Background: an optimization exercise with open tools, aiming at small area. Do not read the settings as production practice.
At most, simulation tests tie the RTL to the original design; equivalence was not proved.
Power is estimated from default activity; no workload was simulated.

==> job 3657 <==
Design PE, start of the top module:
module PE(clk, rst, bias, co_prob, perturb_prob, parent_gene0, parent_gene1, child_gene);
input clk;
input rst;
input bias;
input [7:0] co_prob;
input [7:0] perturb_prob;
input [31:0] parent_gene0;
input [31:0] parent_gene1;
output [31:0] child_gene;
reg [8:0] st;
wire [8:0] st_next;
assign st_next[0] = st[1];
assign st_next[1] = st[0] ^ st[1] ^ st[3] ^ st[4] ^ st[8];
assign st_next[2] = st[2] ^ st[3] ^ st[4] ^ st[5] ^ st[6] ^ st[7];
assign st_next[3] = ~(st[1] ^ st[5] ^ st[6]);
assign st_next[4] = st[0] ^ st[3] ^ st[6] ^ st[7] ^ st[8];
assign st_next[5] = st[6] ^ st[7] ^ st[8];
assign st_next[6] = st[0] ^ st[1] ^ st[3] ^ st[4] ^ st[7] ^ st[8];
assign st_next[7] = st[2] ^ st[8];
assign st_next[8] = st[0] ^ st[1] ^ st[3] ^ st[7] ^ st[8];
always @(posedge clk, posedge rst)
begin
    if (rst)
        st <= 9'h18;
    else
        st <= st_next;
end
wire [7:0] s0;
assign s0[0] = st[8];
assign s0[1] = ~(st[2] ^ st[8]);
assign s0[2] = ~(st[7]);
assign s0[3] = ~(st[1] ^ st[6]);
assign s0[4] = ~(st[4] ^ st[8]);
assign s0[5] = st[2] ^ st[6];
assign s0[6] = st[1] ^ st[5] ^ st[6] ^ st[7];
assign s0[7] = ~(st[1] ^ st[3] ^ st[6]);
wire [7:0] s1;
assign s1[0] = ~(st[1]);
assign s1[1] = ~(st[0]);
assign s1[2] = st[2] ^ st[3] ^ st[6] ^ st[7];
assign s1[3] = st[0] ^ st[1] ^ st[3] ^ st[5];
assign s1[4] = ~(st[0] ^ st[3] ^ st[5] ^ st[8]);
assign s1[5] = ~(st[2] ^ st[3] ^ st[5]);
assign s1[6] = st[5] ^ st[6];
assign s1[7] = ~(st[0] ^ st[3]);
  ...
clock: 5.0 ns
lec_check: 0
cap_margin: 0
core_margin: 2
core_utilization: 65
gpl_timing_driven: 0
slew_margin: 0
standard.sh (not shown) runs the stock make flow with config.mk's settings and CLKGATE_MAP_FILE= SYNTH_SCRIPT=/design/flow/synth_recipe.tcl, a recipe that flattens the netlist after the stock synthesis.
==> flow/flow/run.sh <==
#!/bin/bash
# Own layout flow for the PE.
#
# 1. the standard synthesis (standard.sh synth), unchanged.
# 2. Its netlist is replaced by flow/netlist.v, a hand-mapped netlist of the
#    same RTL (generated by gen/gen.py) that keeps exactly the standard
#    synthesis's registers: same instance names and cell types (checked
#    here by check_regs.py; the flow stops if they differ).
# 3. the standard layout (standard.sh finish) from that netlist, with:
#    - every input and output port buffered by a sky130 buf_1
#      (buffer_ports otherwise picks clkdlybuf4s50_1, which is larger);
#    - clock tree synthesis with small clock buffers and no dummy loads.
# Each tool's output goes to a log file of its own in this folder.
set -euo pipefail
export BUFFER_PORTS_ARGS="-buffer_cell sky130_fd_sc_hd__buf_1"
export CTS_ARGS="-sink_clustering_enable -repair_clock_nets -dont_use_dummy_load -buf_list {sky130_fd_sc_hd__clkbuf_4 sky130_fd_sc_hd__clkbuf_8}"
R=orfs/results/${FLOW_PLATFORM}/PE/base
bash standard.sh synth > make_synth.log 2>&1
cp $R/1_2_yosys.v standard_synth.v
python3 flow/check_regs.py standard_synth.v flow/netlist.v > check_regs.log 2>&1 || { cat check_regs.log; exit 1; }
cp flow/netlist.v $R/1_2_yosys.v
rm -f $R/1_synth.odb
bash standard.sh finish > make_finish.log 2>&1
Other scripts of this flow, unchanged in this note and not shown: flow/flow/check_regs.py, flow/flow/netlist.v
==> inputs of job 4730, as changes to job 3657 <==
Settings changed: CORE_UTILIZATION 65 to 55.
==> summary.txt <==
Final layout
  • Synth-to-Final Area Change: 22.8%
  • Layout fillers: ~380

Outcome
  • Outcome: timing/DRC/antenna clean

Pwr
  • Fraction of power consumed by sequential logic: 55.2%
  • Total power draw: around 710 µW

Routing
  • Routed wire length per instance: 15.1 µm

Floorplanning
  • Core footprint: approximately 4400 µm²

Critical path
  • Register-to-Register Setup Slack: 0.31 ns
  • R2R Path End: child_n[23]

STA
  • Least-Margin Pin Slew: slightly below 1 ns
Source of the figures above: job 4730

==> summary.txt <==
Outcome
  • Outcome: timing/DRC/antenna clean

Final layout
  • Synth-to-Final Area Change: 22.6%

Pwr
  • Fraction of power consumed by sequential logic: 54.9%
  • Total power draw: 715 µW

Routing
  • Routed wire length per instance: 16.0 µm

STA
  • Least-Margin Pin Slew: approximately 0.94 ns

Critical path
  • Register-to-Register Setup Slack: approximately 0.17 ns
  • R2R Path End: child_n[20]

Floorplanning
  • Core footprint: 3690 µm²
Source of the figures above: job 3657


---

==> v23: inputs <==
Another version of the RTL of PE (not shown whole).
==> module PE, before the edit <==
module PE(clk, rst, bias, co_prob, perturb_prob, parent_gene0, parent_gene1, child_gene);
input clk;
input rst;
input bias;
input [7:0] co_prob;
input [7:0] perturb_prob;
input [31:0] parent_gene0;
input [31:0] parent_gene1;
output [31:0] child_gene;
reg [7:0] st;
wire [7:0] st_next;
assign st_next[0] = ~(st[2] ^ st[6] ^ st[7]);
assign st_next[1] = ~(st[0] ^ st[1] ^ st[2] ^ st[5] ^ st[6]);
assign st_next[2] = st[0] ^ st[1] ^ st[3] ^ st[5] ^ st[6];
assign st_next[3] = st[0] ^ st[2] ^ st[3] ^ st[4] ^ st[6] ^ st[7];
assign st_next[4] = st[0] ^ st[2] ^ st[5] ^ st[6] ^ st[7];
assign st_next[5] = ~(~(st[6]));
assign st_next[6] = ~(~(st[0] ^ st[1] ^ st[5] ^ st[6]));
assign st_next[7] = ~(st[2] ^ st[5] ^ st[6] ^ st[7]);
always @(posedge clk, posedge rst)
begin
    if (rst)
        st <= 8'h8E;
    else
        st <= st_next;
end
wire [7:0] s0;
assign s0[0] = st[0] ^ st[1] ^ st[2] ^ st[6];
assign s0[1] = ~(st[0] ^ st[1] ^ st[7]);
assign s0[2] = ~(st[1] ^ st[7]);
assign s0[3] = st[1] ^ st[4];
assign s0[4] = ~(st[2] ^ st[3] ^ st[5] ^ st[7]);
assign s0[5] = st[2] ^ st[5] ^ st[6] ^ st[7];
assign s0[6] = ~(st[7]);
assign s0[7] = ~(st[0] ^ st[1] ^ st[5] ^ st[6]);
wire [7:0] s1;
assign s1[0] = st[1] ^ st[4] ^ st[5];
assign s1[1] = ~(st[0] ^ st[2] ^ st[3] ^ st[5]);
assign s1[2] = ~(st[0] ^ st[1] ^ st[2] ^ st[4]);
assign s1[3] = st[1] ^ st[2] ^ st[3] ^ st[4] ^ st[5] ^ st[6];
assign s1[4] = st[0] ^ st[1] ^ st[3];
assign s1[5] = st[0] ^ st[2] ^ st[5] ^ st[7];
assign s1[6] = st[4] ^ st[5];
assign s1[7] = st[2] ^ st[3] ^ st[4] ^ st[6];
wire [7:0] s2;
assign s2[0] = st[0] ^ st[1] ^ st[3] ^ st[5] ^ st[6] ^ st[7];
assign s2[1] = st[0] ^ st[1] ^ st[2] ^ st[5] ^ st[6];
assign s2[2] = ~(st[1]);
assign s2[3] = st[0] ^ st[4] ^ st[5] ^ st[6];
assign s2[4] = ~(st[2] ^ st[3] ^ st[5] ^ st[6] ^ st[7]);
assign s2[5] = st[2] ^ st[6] ^ st[7];
assign s2[6] = ~(st[0]);
assign s2[7] = st[4] ^ st[7];
wire [7:0] s3;
assign s3[0] = ~(st[1] ^ st[7]);
assign s3[1] = st[1] ^ st[4];
assign s3[2] = ~(st[2] ^ st[3] ^ st[5] ^ st[7]);
assign s3[3] = st[2] ^ st[5] ^ st[6] ^ st[7];
assign s3[4] = ~(st[7]);
assign s3[5] = ~(st[0] ^ st[1] ^ st[5] ^ st[6]);
assign s3[6] = ~(st[6]);
assign s3[7] = ~(st[5]);
wire [7:0] m0n;
assign m0n[0] = st[0] ^ st[4] ^ st[5] ^ st[6];
assign m0n[1] = ~(st[2] ^ st[3] ^ st[5] ^ st[6] ^ st[7]);
assign m0n[2] = st[2] ^ st[6] ^ st[7];
assign m0n[3] = ~(st[0]);
assign m0n[4] = st[4] ^ st[7];
assign m0n[5] = st[1] ^ st[2] ^ st[3] ^ st[4] ^ st[5] ^ st[7];
assign m0n[6] = st[3] ^ st[6];
assign m0n[7] = st[2] ^ st[5] ^ st[6];
wire [7:0] m1n;
assign m1n[0] = st[0] ^ st[2] ^ st[5] ^ st[6] ^ st[7];
assign m1n[1] = st[4];
assign m1n[2] = st[0] ^ st[2] ^ st[3] ^ st[4] ^ st[6] ^ st[7];
assign m1n[3] = st[3];
assign m1n[4] = st[2] ^ st[6];
assign m1n[5] = ~(st[1] ^ st[5] ^ st[6]);
assign m1n[6] = st[4] ^ st[6] ^ st[7];
assign m1n[7] = st[1] ^ st[2] ^ st[3] ^ st[4] ^ st[7];
wire [7:0] m2n;
assign m2n[0] = st[0] ^ st[3] ^ st[6];
assign m2n[1] = ~(st[2] ^ st[4] ^ st[5] ^ st[6] ^ st[7]);
assign m2n[2] = st[0] ^ st[2] ^ st[3] ^ st[4] ^ st[6];
assign m2n[3] = st[0] ^ st[1] ^ st[3] ^ st[5] ^ st[6];
assign m2n[4] = st[2];
assign m2n[5] = ~(st[1] ^ st[6]);
assign m2n[6] = st[0] ^ st[4] ^ st[6];
assign m2n[7] = ~(st[0] ^ st[2] ^ st[3] ^ st[5] ^ st[6]);
wire [7:0] m3n;
assign m3n[0] = st[1] ^ st[4] ^ st[5] ^ st[6];
assign m3n[1] = ~(st[0] ^ st[2] ^ st[3]);
assign m3n[2] = ~(st[1] ^ st[2] ^ st[4] ^ st[7]);
assign m3n[3] = ~(st[0] ^ st[2] ^ st[3] ^ st[7]);
assign m3n[4] = ~(st[0] ^ st[2] ^ st[4] ^ st[5] ^ st[6] ^ st[7]);
assign m3n[5] = ~(st[0] ^ st[2] ^ st[3] ^ st[6] ^ st[7]);
assign m3n[6] = ~(st[0] ^ st[2] ^ st[4] ^ st[6] ^ st[7]);
assign m3n[7] = ~(st[2] ^ st[3] ^ st[6]);
wire [31:0] s_all = {s3, s2, s1, s0};
wire [31:0] m_all = {m3n, m2n, m1n, m0n};
reg [3:0] csel;
reg [31:0] child_n;
integer i;
always @(posedge clk)
begin
    for (i = 0; i < 4; i = i + 1) begin
        if (rst)
            csel[i] <= 1'b0;
        else
            csel[i] <= (co_prob > s_all[8*i +: 8]) ^ bias;
        child_n[8*i +: 8] <= ~((perturb_prob > s_all[8*i +: 8]) ? m_all[8*i +: 8] :
                               csel[i] ? parent_gene1[8*i +: 8] : parent_gene0[8*i +: 8]);
    end
end
assign child_gene = ~child_n;
endmodule
export LEC_CHECK = 0
export CAP_MARGIN = 20
export CORE_MARGIN = 2
export CORE_UTILIZATION = 40
export SLEW_MARGIN = 20
create_clock -name core_clock -period 5.0 [get_ports {clk}]
Scripts as last shown in full above: flow/flow/run.sh
Other scripts of this flow, unchanged in this note and not shown: flow/flow/check_regs.py, flow/flow/netlist.v
==> v34 (differences from v23) <==
--- a/flow/design.v
+++ b/flow/design.v
@@ -15,8 +15,8 @@
 assign st_next[2] = st[0] ^ st[1] ^ st[3] ^ st[5] ^ st[6];
 assign st_next[3] = st[0] ^ st[2] ^ st[3] ^ st[4] ^ st[6] ^ st[7];
 assign st_next[4] = st[0] ^ st[2] ^ st[5] ^ st[6] ^ st[7];
-assign st_next[5] = ~(~(st[6]));
-assign st_next[6] = ~(~(st[0] ^ st[1] ^ st[5] ^ st[6]));
+assign st_next[5] = st[6];
+assign st_next[6] = st[0] ^ st[1] ^ st[5] ^ st[6];
 assign st_next[7] = ~(st[2] ^ st[5] ^ st[6] ^ st[7]);
 always @(posedge clk, posedge rst)
 begin
==> summary.txt <==
Endpoint class of the critical path: v23 register; v34 register
Area used by multi-input combinational logic: v23 1510 µm²; v34 1510 µm²
Layout multi-input combinational cell count: v23 158; v34 158
Setup repair bufs after CTS: v23 0; v34 0
Synthesized cell area: v23 2480 µm²; v34 2480 µm²
Critical path peak fanout: v23 7; v34 7
Status: v23 timing/DRC/antenna clean; v34 timing/DRC/antenna clean
Clk buf depth: v23 2; v34 2
Count of final hold-check violations: v23 0; v34 0
Drt first-iter violations: v23 177; v34 177
Capture endpoint of the worst hold path: v23 child_n[26]; v34 child_n[26]
Clock sink count: v23 44; v34 44
Via count normalized by instance count: v23 5.19; v34 5.19
Reg-to-reg critical path endpoint: v23 child_n[10]; v34 child_n[10]
Total via count in the routed design: v23 2405; v34 2405
Endpoint arrival time on the critical path: v23 4970 ps; v34 4970 ps
Gr ovfl total: v23 0; v34 0
Comb pwr: v23 0.149 mW; v34 0.149 mW
Most common cell after layout, fill and taps aside: v23 buf_1; v34 buf_1
Worst stage delay on the critical path: v23 600 ps; v34 600 ps
Final RePlAce weighted congestion: v23 0.906; v34 0.906
Post-synthesis net count: v23 326; v34 326
CP Launch Point: v23 st[2]; v34 st[2]
Number of pins with negative max-slew slack in the final report: v23 0; v34 0
Clock-pin slew on the worst setup and hold paths: v23 80 ps; v34 80 ps
Logic inverters: v23 41; v34 41
Function not checked in v23: the RTL went through the layout flow alone.

re-timing with driven ports:
Ports are ideal in the flow. The routed layouts listed here were re-timed in OpenROAD. Step 1 assumes that a clkbuf_16 drives the clock port and a buf_2 every other input. Step 2 moves the port delays by t, midway between the first and last clock arrival at a register: inputs arrive t later, outputs are due t later. That takes back most of the time a late clock gives input paths. a / b / c = no drivers / after step 1 / after step 2; a / b = the first two.
run	t, ns	setup WS [ns]	worst slew at a driven data input, ns
job 3657	0.315	0.168 / 0.168 / 0.159	0.04
job 4730	0.317	0.313 / 0.313 / 0.189	0.04
v23	0.311	0.184 / 0.184 / 0.184	0.04
v34	0.311	0.184 / 0.184 / 0.184	0.04
After both steps every run listed still meets setup and hold. For job 4730, which loses most, drivers alone change the setup slack by 0.000 ns; drivers and shift together by -0.124 ns.
